This design comes from an exercise in tuning for small area and a short achievable clock period on the open sky130 flow, not from production work.
No functional check of the RTL was part of any run shown here.
Power is estimated from default activity; no workload was simulated.

===== flow/config.mk =====
export PLATFORM = sky130hd
export DESIGN_NAME = eq_streaming
export DESIGN_NICKNAME = eq_streaming
export VERILOG_FILES = /design/flow/design.v
export SDC_FILE = /design/flow/constraint.sdc
export NUM_CORES = 4
export LEC_CHECK = 0
export CAP_MARGIN = 20
export CORE_MARGIN = 2
export CORE_UTILIZATION = 45
export PLACE_DENSITY = 0.6
export SLEW_MARGIN = 20

===== flow/constraint.sdc =====
create_clock -name core_clock -period 10.0 [get_ports {aclk}]
set_input_delay 2.0000 -clock core_clock [delete_from_list [all_inputs] [get_ports {aclk}]]
set_output_delay 2.0000 -clock core_clock [all_outputs]
set_load 0.01 [all_outputs]

===== flow/design.v =====
`timescale 1ns / 1ps
module eq_streaming #(
	parameter integer C_S_AXI_DATA_WIDTH = 32
)
(
    input aclk,
    input aresetn,
    input [C_S_AXI_DATA_WIDTH-1:0] D_READY,
    input [C_S_AXI_DATA_WIDTH-1:0] FFT_PTNS,
    input [C_S_AXI_DATA_WIDTH-1:0] FFT_BKTS,
    input [C_S_AXI_DATA_WIDTH-1:0] my_reg0,
    input [C_S_AXI_DATA_WIDTH-1:0] my_reg1,
    input [C_S_AXI_DATA_WIDTH-1:0] my_reg2,
    input [C_S_AXI_DATA_WIDTH-1:0] my_reg3,
    input [C_S_AXI_DATA_WIDTH-1:0] my_reg4,
    input [C_S_AXI_DATA_WIDTH-1:0] my_reg5,
    input [C_S_AXI_DATA_WIDTH-1:0] my_reg6,
    input [C_S_AXI_DATA_WIDTH-1:0] my_reg7,
    input [C_S_AXI_DATA_WIDTH-1:0] my_reg8,
    input [C_S_AXI_DATA_WIDTH-1:0] my_reg9,
    input [C_S_AXI_DATA_WIDTH-1:0] my_reg10,
    input [C_S_AXI_DATA_WIDTH-1:0] my_reg11,
    input [C_S_AXI_DATA_WIDTH-1:0] my_reg12,
    input [C_S_AXI_DATA_WIDTH-1:0] s_axis_data,
    output reg s_axis_ready,
    input s_axis_valid,
    output reg [C_S_AXI_DATA_WIDTH-1:0] m_axis_data,
    input m_axis_ready,
    output reg m_axis_valid
);
reg [7:0] j;
reg [31:0] my_bkts;
reg [31:0] bkt_c;
reg [31:0] eq_data;
reg [31:0] count;
reg [31:0] d_count;
reg signed [23:0] my_regA [12:0];
reg r0;
reg v0;
reg r1;
reg v1;
reg signed [47:0] re_result;
reg signed [47:0] img_result;
wire signed [23:0] real_P = {eq_data[15:0],8'd0};
wire signed [23:0] img_P = {eq_data[31:16],8'd0};
always @(posedge aclk )
begin
    if ( aresetn == 1'b0 )
    begin
        my_regA[0] <= 0;
        my_regA[1] <= 0;
        my_regA[2] <= 0;
        my_regA[3] <= 0;
        my_regA[4] <= 0;
        my_regA[5] <= 0;
        my_regA[6] <= 0;
        my_regA[7] <= 0;
        my_regA[8] <= 0;
        my_regA[9] <= 0;
        my_regA[10] <= 0;
        my_regA[11] <= 0;
        my_regA[12] <= 0;
    end
    else begin
        my_regA[0] <= my_reg0[23:0];
        my_regA[1] <= my_reg1[23:0];
        my_regA[2] <= my_reg2[23:0];
        my_regA[3] <= my_reg3[23:0];
        my_regA[4] <= my_reg4[23:0];
        my_regA[5] <= my_reg5[23:0];
        my_regA[6] <= my_reg6[23:0];
        my_regA[7] <= my_reg7[23:0];
        my_regA[8] <= my_reg8[23:0];
        my_regA[9] <= my_reg9[23:0];
        my_regA[10] <= my_reg10[23:0];
        my_regA[11] <= my_reg11[23:0];
        my_regA[12] <= my_reg12[23:0];
    end
end
always @(posedge aclk )
begin
    if ( aresetn == 1'b0 )
    begin
        v0 <= 1'b0;
        v1 <= 1'b0;
        m_axis_valid <= 1'b0;
    end
    else begin
        v0 <= s_axis_valid;
        v1  <= v0;
        m_axis_valid <= v1;
    end
end
always @(posedge aclk )
begin
    if ( aresetn == 1'b0 )
    begin
        r0 <= 1'b0;
        r1 <= 1'b0;
        s_axis_ready <= 1'b0;
    end
    else begin
        r0 <= m_axis_ready;
        r1  <= r0;
        s_axis_ready <= r1;
    end
end
always @(posedge aclk )
begin
    if ( aresetn == 1'b0 )
    begin
        d_count <= 1'b0;
    end
    else begin
        d_count <= count;
    end
end
always @(posedge aclk )
begin
    if ( aresetn == 1'b0 )
    begin
        count <= 32'd0;
        eq_data <= 32'd0;
        m_axis_data <= 32'd0;
        j <= 8'd1;
        my_bkts <= 32'd1;
        bkt_c <= 32'd1;
    end
    else begin
        if(s_axis_valid & m_axis_ready) 
        begin
            if (count == (FFT_PTNS-1))
            begin 
                count <= 32'd0;
            end 
            else begin 
                count <= count + 1'b1;
            end
            eq_data <= s_axis_data;
        end 
		if(v0 & r0)
		begin 
		    if(d_count == 0)
		    begin 
		      re_result <= (real_P*my_regA[0]);
              img_result <= (img_P*my_regA[0]);
		    end 
		    else begin
		      re_result <= (real_P*my_regA[j]);
		      img_result <= (img_P*my_regA[j]);
              if(my_bkts == bkt_c) 
                begin 
                    bkt_c <= 32'd1;
                    if (j == (FFT_BKTS))
                    begin 
                        my_bkts <= 32'd1;
                        j <= 8'd1;
                    end 
                    else begin 
                        j <= j + 8'd1;
                        my_bkts <= (my_bkts) << 1;
                    end 
                end 
                else begin 
                    bkt_c <= bkt_c + 1'b1;
                end
		     end
		end
		if(v1 & r1)
		begin 
		    m_axis_data[15:0] <= re_result[31:16];
            m_axis_data[31:16] <= img_result[31:16];
		end	
    end
end    
endmodule

===== flow/run.sh =====
#!/bin/bash
# synth_recipe.tcl (not shown) runs the flow's synth.tcl, then flattens the netlist and writes it again
# the make line also repeats each setting of config.mk as NAME=value (left out here)
make -C /OpenROAD-flow-scripts/flow DESIGN_CONFIG=/design/flow/config.mk WORK_HOME=/design/flow/orfs CLKGATE_MAP_FILE= SYNTH_SCRIPT=/design/flow/synth_recipe.tcl finish

==> run summary, run 1 <==
* Clock Skew at just under 0.05 ns
* Most numerous cell in the Yosys netlist: inv_1
* Clk pin slew, worst setup/hold paths at about 0.06 ns
* Nets at between 7k and 8k
* Routed wire length at approximately 160000 um
* Synth Flop Type: dfxtp_1
* Pre-antenna DRT Iters at 5
* Top-area cell type share of the netlist area at 29.2%
* Placement Cell Area at roughly 58000 sq um
* Final HPWL DP at around 120000 um
* Die Width at approximately 350 um
* Hold crit path type: flip-flop to flip-flop
* R2R setup slack at ~0.94 ns
* Most frequent cells after synthesis: 996 x inv_1, 820 x nand2_1, 793 x and2_1
* Met1 usage at 35.3%
* Setup-failing EPs final at 0
* Final Critical Period at 9.06 ns
* DR WL/cell at about 20 um
* Initial antenna violation count at 16
* Critical path data required time at a little over 10 ns
* Top post-synthesis cells by area: fa_1 29%, dfxtp_1 20%, and2_1 9.5%
* Post-synth ARST share at 0%
* Die area at 119000 sq um
* Fill count at 10.9k
* Hold Fails Final Rpt at 0
* Status: timing/DRC/antenna clean
* Vias at 39.3k
* FP Rows at 125
* PortBufs at ~450
* First-pass GRT wire length at around 250000 um
* Crit path max fanout at 13
* Max Cap Viol at 0
* Mapped cell area at approximately 52000 sq um
* Vias in the first global route at 41.1k
* Clock latency (worst-skew pair) at ~0.7 ns
* Layout cells sized above 1 at under 10%
* Final Non-Filler Cells at 7669
* Total setup buffers inserted after CTS at 0
* RSZ-0062 raised after global routing: false
* # DRC at 0
* Post-layout util at a little over half
* Post-Syn Nets at 7426
* Final hold slack at around 0.46 ns
* Final setup TNS at 0 ns
* Fin area at a little over 60000 sq um
* Core area at roughly 120000 sq um
* CTS sink cnt at between 500 and 600
* Mapped Avg Cell Area at approximately 9.0 sq um
* #FFs+latches synth at between 500 and 600
* Cell accounting for the most synthesized area: fa_1
* Gr ovfl total at 0
* Worst slew margin at 23.4%
* Iteration-0 DRC Markers at around 2.1k
* DIE HEIGHT at 345 um
* Met2 GRT Util at between 40 and 50%
* GR Util met3 at ~4.6%
* WHS Path Cells at 2
* CTS hold repair buffers at 0
* Vias per inst at about 5.1
* Crit Path Class: flip-flop to flip-flop
* Leakage power at roughly 26 nW
* CTS tree: yes
* Final period util at about nine tenths
* Root cell of the clock tree: clkbuf_16
* EDFF count, synth at 32
* GR peak layer: met2
* Largest net degree at the start of global routing at ~130
* Synthesized instance count at ~5.8k
* Post-CTS sizing at 0
* Synth Warn # at 2
* Inserted Clock Buffers at 61
* Power per cell area at 102 nW/um^2
* CP Launch Type: flip-flop
* Initial Utilization at approximately 45%
* Fin. max-slew vios at 0
* Synth cell types at 78
* Max Root-Sink Buffers at 3
* Worst-margin pin slew at roughly 1.1 ns
* Crit. End Element: flip-flop
* Fmax at around 0.11 GHz
* # placed instances at 7558
* Io pins at between 500 and 600
* H-tree depth at 2
* ANT nets after route at 0
* Critical path arrival at about 9.5 ns
* Global-route total usage across every layer at 26.8%
* GP Congestion at 0.867
* Max IR drop VDD at roughly 0.14 mV
* Sequential-to-total area share from yosys stat at a little over a fifth
* Area growth syn-to-layout at 15.2%
* R2R depth at 27
path summary, 6_finish.rpt:
kind | startpoint | to
worst min-delay path | eq_data[12] | eq_data[12]
worst max register to register | j[0] | re_result[31]
worst min register to register | eq_data[12] | eq_data[12]
worst max-delay path | j[0] | re_result[31]
cells in the final DEF (no fill, tap or decap), drive strengths merged, types with 53 or more instances in the layout:
cell / count
clkdlybuf4s50: 444
xor2: 92
fa: 764
dfxtp: 518
clkbuf: 82
nand3: 53
and2: 793
a21oi: 61
nand2: 821
nor2: 136
ha: 299
a21boi: 68
xnor2: 209
inv: 1002
buf: 115
a22o: 61
layout make-up:
cell class / count / area [sq um] / area share [%]
Multi-Input combinational cell: 3928 / 36100 / 59.7
Sequential cell: 550 / 11300 / 18.8
Timing Repair Buffer: 559 / 5370 / 8.88
Inverter: 997 / 3740 / 6.20
Tap cell: 1524 / 1910 / 3.16
Clock buffer: 82 / 1720 / 2.84
Clock inverter: 25 / 255 / 0.423
Antenna cell: 4 / 10.0 / 0.0166
state kept, by name, summed over array words and instances (netlist names), 8 cells and up:
signal       count
bkt_c           32
count           32
d_count         32
eq_data         32
img_result      16
j                8
m_axis_data     32
my_bkts         32
my_regA        312
re_result       16
worst max-delay path: stages, from the launching register on:
cell and delay, ns:
dfxtp_1 0.52, inv_1 0.16, ha_1 0.34, nor4_1 0.31
a211o_1 0.66, buf_4 0.34, buf_4 0.24, nand2_1 0.16
nand4_1 0.52, nand2_1 0.16, fa_1 0.53, fa_1 0.50
inv_1 0.05, fa_1 0.50, inv_1 0.05, fa_1 0.54
fa_1 0.43, fa_1 0.43, xnor2_1 0.16, xnor2_1 0.20
xnor2_1 0.17, xnor2_1 0.15, xnor3_1 0.24, xnor3_1 0.36
xnor3_1 0.45, xnor3_1 0.30, xnor2_1 0.16, mux2i_1 0.08
power breakdown:
part / total [mW] / switching, mW / internal [mW]
clock: 2.24 / 0.987 / 1.26
combinational: 1.57 / 0.892 / 0.676
sequential: 2.35 / 0.0486 / 2.31
total: 6.17 / 1.93 / 4.24
routing by layer:
metal / part of all wire (%) / vias up
met4: 3.9 / 24
li1: - / 18300
met3: 6.4 / 247
met1: 43 / 19600
met5: 0.097 / -
met2: 47 / 1161
per-stage QoR:
| stage | setup slack [ns] | power (mW) |
|---|---|---|
| after global placement | 1.08 | 3.95 |
| after CTS | 0.905 | 6.23 |
| after floorplan | 2.31 | 3.36 |
| after detailed placement | 0.954 | 3.97 |
| after global routing | 0.653 | 6.51 |
| final | 0.940 | 6.17 |
cell families (layout without fill, tap and decap cells):
group / Yosys count / after routing / share of synthesized area [%]
adder cells (fa/ha/maj): 1063 / 1063 / 36.3
flip-flops: 550 / 550 / 21.6
buffers and inverters: 1337 / 1663 / 9.65
AO/OA/AOI/OAI: 450 / 450 / 6.25
XOR/XNOR: 306 / 306 / 5.24
multiplexers: 26 / 26 / 0.525
AND/OR/NAND/NOR: 2083 / 2083 / 20.4
other: 0 / 4 / 0
==> inputs of run 2 (changes only) <==
==> flow/design.v (replaced) <==
`timescale 1ns / 1ps
module eq_streaming #(
	parameter integer C_S_AXI_DATA_WIDTH = 32
)
(
    input aclk,
    input aresetn,
    input [C_S_AXI_DATA_WIDTH-1:0] D_READY,
    input [C_S_AXI_DATA_WIDTH-1:0] FFT_PTNS,
    input [C_S_AXI_DATA_WIDTH-1:0] FFT_BKTS,
    input [C_S_AXI_DATA_WIDTH-1:0] my_reg0,
    input [C_S_AXI_DATA_WIDTH-1:0] my_reg1,
    input [C_S_AXI_DATA_WIDTH-1:0] my_reg2,
    input [C_S_AXI_DATA_WIDTH-1:0] my_reg3,
    input [C_S_AXI_DATA_WIDTH-1:0] my_reg4,
    input [C_S_AXI_DATA_WIDTH-1:0] my_reg5,
    input [C_S_AXI_DATA_WIDTH-1:0] my_reg6,
    input [C_S_AXI_DATA_WIDTH-1:0] my_reg7,
    input [C_S_AXI_DATA_WIDTH-1:0] my_reg8,
    input [C_S_AXI_DATA_WIDTH-1:0] my_reg9,
    input [C_S_AXI_DATA_WIDTH-1:0] my_reg10,
    input [C_S_AXI_DATA_WIDTH-1:0] my_reg11,
    input [C_S_AXI_DATA_WIDTH-1:0] my_reg12,
    input [C_S_AXI_DATA_WIDTH-1:0] s_axis_data,
    output reg s_axis_ready,
    input s_axis_valid,
    output reg [C_S_AXI_DATA_WIDTH-1:0] m_axis_data,
    input m_axis_ready,
    output reg m_axis_valid
);
wire acc = s_axis_valid & m_axis_ready;
reg v0, v1, r0, r1;
always @(posedge aclk) begin
    if (!aresetn) begin
        v0 <= 1'b0; v1 <= 1'b0; m_axis_valid <= 1'b0;
        r0 <= 1'b0; r1 <= 1'b0; s_axis_ready <= 1'b0;
    end else begin
        v0 <= s_axis_valid; v1 <= v0; m_axis_valid <= v1;
        r0 <= m_axis_ready; r1 <= r0; s_axis_ready <= r1;
    end
end
reg [3:0] nb;
always @(posedge aclk) nb <= FFT_BKTS[3:0];
reg [16:0] rem;
reg z;
reg [11:0] n;
wire [12:0] n1 = {1'b0, n} + 13'd1;
wire wrap = n1[nb];
always @(posedge aclk) begin
    if (!aresetn) begin
        rem <= FFT_PTNS[16:0];
        z <= 1'b1;
        n <= 12'd1;
    end else if (acc) begin
        if (rem == 17'd1) begin
            rem <= FFT_PTNS[16:0];
            z <= 1'b1;
        end else begin
            rem <= rem - 17'd1;
            z <= 1'b0;
        end
        if (!z)
            n <= wrap ? 12'd1 : n1[11:0];
    end
end
wire [11:0] lead;
genvar k;
generate for (k = 0; k < 12; k = k + 1) begin : g_lead
    if (k == 11) begin : g_top
        assign lead[k] = n[k];
    end else begin : g_low
        assign lead[k] = n[k] & ~|n[11:k+1];
    end
end endgenerate
wire [12:0] sel = z ? 13'd1 : {lead, 1'b0};
wire [23:0] gsel =
      ({24{sel[0]}}  & my_reg0[23:0])  | ({24{sel[1]}}  & my_reg1[23:0])
    | ({24{sel[2]}}  & my_reg2[23:0])  | ({24{sel[3]}}  & my_reg3[23:0])
    | ({24{sel[4]}}  & my_reg4[23:0])  | ({24{sel[5]}}  & my_reg5[23:0])
    | ({24{sel[6]}}  & my_reg6[23:0])  | ({24{sel[7]}}  & my_reg7[23:0])
    | ({24{sel[8]}}  & my_reg8[23:0])  | ({24{sel[9]}}  & my_reg9[23:0])
    | ({24{sel[10]}} & my_reg10[23:0]) | ({24{sel[11]}} & my_reg11[23:0])
    | ({24{sel[12]}} & my_reg12[23:0]);
reg [31:0] xd;
reg [23:0] g;
always @(posedge aclk) begin
    xd <= s_axis_data;
    g <= gsel;
end
wire [23:0] pr = {{8{xd[15]}}, xd[15:0]} * g;
wire [23:0] pi = {{8{xd[31]}}, xd[31:16]} * g;
reg [15:0] rr, ri;
always @(posedge aclk) begin
    rr <= pr[23:8];
    ri <= pi[23:8];
end
always @(posedge aclk) begin
    if (!aresetn)
        m_axis_data <= 32'd0;
    else if (v1 & r1)
        m_axis_data <= {ri, rr};
end
endmodule
==> run summary, run 2 <==
* Gr ovfl total at 0 (unchanged)
* Max Cap Viol at 0 (unchanged)
* Synth cell types at 68 (-13%)
* GP Congestion at 1.05 (+21%)
* Critical Path Start: xd[18]
* Critical Path Max Stage Delay at 1.04 ns (+0.38 ns)
* Power per cell area at 413 nW/um^2 (+300%)
* Post-synth ARST share at 0% (unchanged)
* Fmax at 0.154 GHz (+39%)
* Critical-path top delay cell: dfxtp_1
* R2R depth at 19 (-30%)
* Met3 wire len at 5780 um (-43%)
* Post-Syn Nets at 3698 (-50%)
* Root cell of the clock tree: clkbuf_16
* Int Pwr at 5.72 mW (+35%)
* WP buf/inv at 3 (-2)
* Status: timing/DRC/antenna clean
* DIE HEIGHT at 228 um (-34%)
* Leakage power at 12.5 nW (-53%)
* Worst-margin pin slew at 1.11 ns (-0.0419 ns)
* Most used cell, CP: fa_1
* # DRC at 0 (unchanged)
* Most frequent cells after synthesis: 523 x inv_1, 475 x nand2_1, 382 x fa_1
* Origin of the critical flop-to-flop path: xd[18]
* CTS hold repair buffers at 0 (unchanged)
* Inserted Clock Buffers at 17 (-72%)
* Reg power frac at 9.4% (-29 points)
* Mapped cell area at 22700 sq um (-57%)
* PortBufs at 402 (-9.7%)
* Final Critical Period at 6.50 ns (-2.56 ns)
* R2r endpoint: ri[15]
* Final HPWL DP at 62100 um (-48%)
* #FFs+latches synth at 160 (-71%)
* DR WL/cell at 21.7 um (+5.9%)
* Vias per inst at 5.26 (+2.6%)
* Synth Warn # at 1 (-1)
* Register Area at 3380 sq um (-70%)
* Top Layer Used: met5
* Gate power share at 84.6% (+59 points)
* RSZ-0062 raised after global routing: false
* Pre-antenna DRT Iters at 6 (+1)
* Clock Skew at 0.0216 ns (-0.0276 ns)
* Post-CTS sizing at 0 (unchanged)
* Crit-path cells: nand2_1, fa_1, fa_1, fa_1, inv_1, fa_1, fa_1, inv_1, fa_1, inv_1, ha_1, a21o_1, a21oi_1, nor2b_1, a311oi_1, nand2_1, a41oi_1, a21oi_1, xnor2_1
* Mapped Avg Cell Area at 8.65 sq um (-4.0%)
* First-pass GRT wire length at 121000 um (-51%)
* Initial antenna violation count at 9 (-7)
* WHS Endpoint: m_axis_data[20]
* Clock latency (worst-skew pair) at 0.50 ns (-0.20 ns)
* P_sw at 5.77 mW (+200%)
* Critical path data required time at 10.39 ns (about the same)
* Worst slew margin at 26.1% (+2.7 points)
* Crit Path Class: flip-flop to flip-flop
* Io pins at 582 (unchanged)
* ANT nets after route at 0 (unchanged)
* Top post-synthesis cells by area: fa_1 34%, dfxtp_1 13%, inv_1 8.7%
* Largest net degree at the start of global routing at 54 (-57%)
* Fin. max-slew vios at 0 (unchanged)
* Vias in the first global route at 20.3k (-51%)
* Largest registers: m_axis_data (32), xd (32), g (24)
* Multi-input logic area at 16800 sq um (-53%)
* CP Launch Type: flip-flop
* Global-route total usage across every layer at 30.9% (+4.2 points)
* Cell family with most CP delay: adder cells
* Hold crit path type: flip-flop to flip-flop
* Net Sw Frac at 50.2% (+19 points)
* Final setup TNS at 0 ns (unchanged)
* Final period util at 65.0% (-26 points)
* Hold Fails Final Rpt at 0 (unchanged)
* Crit path max fanout at 22 (+9)
* Cell accounting for the most synthesized area: fa_1
* Initial Utilization at 45.4% (+0.14 points)
* WHS Path Cells at 2 (unchanged)
* Clock power share at 6.0% (-30 points)
* R2R setup slack at 3.50 ns (+2.56 ns)
* Max IR drop VDD at 0.572 mV (+300%)
* CTS sink cnt at 160 (-71%)
* EDFF count, synth at 17 (-47%)
* Fill count at 4625 (-58%)
* Total setup buffers inserted after CTS at 0 (unchanged)
* FP Rows at 82 (-34%)
* Routed wire length at 78300 um (-50%)
* Setup-failing EPs final at 0 (unchanged)
* Area growth syn-to-layout at 22.7%
* DR WL met2 at 39300 um (-47%)
* H-tree depth at 4 (+2)
* Die Width at 228 um (-34%)
* Critical path arrival at 6.89 ns (-2.56 ns)
* DRT met1 WL at 31100 um (-54%)
* Commonest cells after routing, fill and taps aside: 523 x inv_1, 475 x nand2_1, 402 x clkdlybuf4s50_1, 382 x fa_1, 226 x and2_1
* Synth Flop Type: dfxtp_1
* Nets at 3999 (-48%)
* Synthesized instance count at 2619 (-55%)
* Die area at 52200 sq um (-56%)
* Sequential-to-total area share from yosys stat at 14.9% (-6.7 points)
* Top-area cell type share of the netlist area at 33.7% (+4.6 points)
* Clk pin slew, worst setup/hold paths at 0.07 ns (about the same)
* Commonest non-fill, non-tap cell in the layout: inv_1
* Most numerous cell in the Yosys netlist: inv_1
* Power consumption at 11.5 mW (+86%)
* CTS tree: yes
* Core area at 50000 sq um (-57%)
* Vias at 19.0k (-52%)
* Layout cells sized above 1 at 2.86% (-1.2 points)
* Hold_sp: ri[4]
* Max Root-Sink Buffers at 2 (-1)
* Iteration-0 DRC Markers at 1097 (-49%)
* Crit. End Element: flip-flop
-- run 2: changes by cell type in the layout (fill, tap and decap cells not counted), moves of 82 or more --
cell | before | now
and2_1 | 791 | 226
inv_1 | 996 | 523
fa_1 | 764 | 382
dfxtp_1 | 515 | 136
nand2_1 | 820 | 475
ha_1 | 299 | 149
xnor2_1 | 209 | 77
nor2_1 | 133 | 35
buf_4 | 110 | 28
-- run 2: cell type report --
class,count,area share (%)
Multi-Input combinational cell,1786,60.4
Timing Repair Buffer,431,15.3
Sequential cell,160,12.2
Inverter,524,7.07
Tap cell,672,3.02
Clock buffer,18,1.54
Clock inverter,14,0.522
Antenna cell,6,0.0540
-- run 2: worst reg2reg max path, cell delays in order (launching register included) --
cell and delay (ns):
dfxtp_1 1.04, nand2_1 0.23, fa_1 0.55, fa_1 0.48
fa_1 0.54, inv_1 0.05, fa_1 0.49, fa_1 0.49
inv_1 0.05, fa_1 0.47, inv_1 0.04, ha_1 0.33
a21o_1 0.19, a21oi_1 0.13, nor2b_1 0.06, a311oi_1 0.24
nand2_1 0.18, a41oi_1 0.38, a21oi_1 0.22, xnor2_1 0.26
-- run 2: kinds of logic after synthesis --
logic type	share of synthesized area (%)
AND/OR/NAND/NOR	18.2
buffers and inverters	11.3
adder cells (fa/ha/maj)	42.0
AO/OA/AOI/OAI	9.52
flip-flops	14.9
XOR/XNOR	4.06
multiplexers	0.0442
-- run 2: worst max-delay path by stage --
stage	end	slack, ns	cells past startpoint
after detailed placement	rr[14]	3.49	17
after floorplan	ri[13]	4.33	21
after global placement	rr[15]	3.53	17
after global routing	ri[15]	3.07	19
after CTS	rr[14]	3.45	17
final	ri[15]	3.50	19
-- run 2: power by group through the flow --
stage          Clock, mW  Combinational (mW)  Sequential, mW
2_1_floorplan          0                7.58           0.995
3_3_place_gp           0                9.62            1.09
3_5_place_dp           0                9.80            1.09
4_1_cts            0.705                9.89            1.07
5_1_grt            0.728                11.2            1.09
6_report           0.686                9.72            1.08
-- run 2: metal layers --
layer  track usage (%)  up-vias
met5                 0        -
met4              9.40        4
met3              7.45       97
met2              54.0      633
met1              37.8     9568
li1                  -     8680
-- run 2: through the flow --
stage | setup WS (ns) | hold slack (ns) | cell area (sq um) | instances | util [%]
3_5_place_dp | 3.49 | 0.434 | 27200 | 3573 | 54.5
3_3_place_gp | 3.53 | 0.416 | 27200 | 3572 | 54.4
5_1_grt | 3.07 | 0.463 | 27800 | 3609 | 55.6
6_report | 3.50 | 0.444 | 27800 | 3611 | 55.6
2_1_floorplan | 4.33 | 0.412 | 22700 | 2619 | -
4_1_cts | 3.45 | 0.449 | 27800 | 3605 | 55.6

## separate check: timing with driven ports
No port has a modelled driver above. Below, the same layouts with a new extraction and two added sets of constraints.
Step 1 sets driving cells, clkbuf_16 on the clock port and buf_2 on the other inputs (assumed; they add their load-dependent delay and slew).
Step 2 moves the port delays by t, midway between the first and last clock arrival at a register: inputs arrive t later, outputs are due t later. That takes back most of the time a late clock gives input paths.
a / b / c = no drivers / after step 1 / after step 2; a / b = the first two.
run	shift t [ns]	setup WS [ns]	worst setup path after step 2	cell pins on the clock port's net
run 1	0.754	0.940 / 0.940 / 0.940	register to register	1
run 2	0.554	3.502 / 3.502 / 3.502	register to register	1
After both steps every run listed still meets setup and hold.
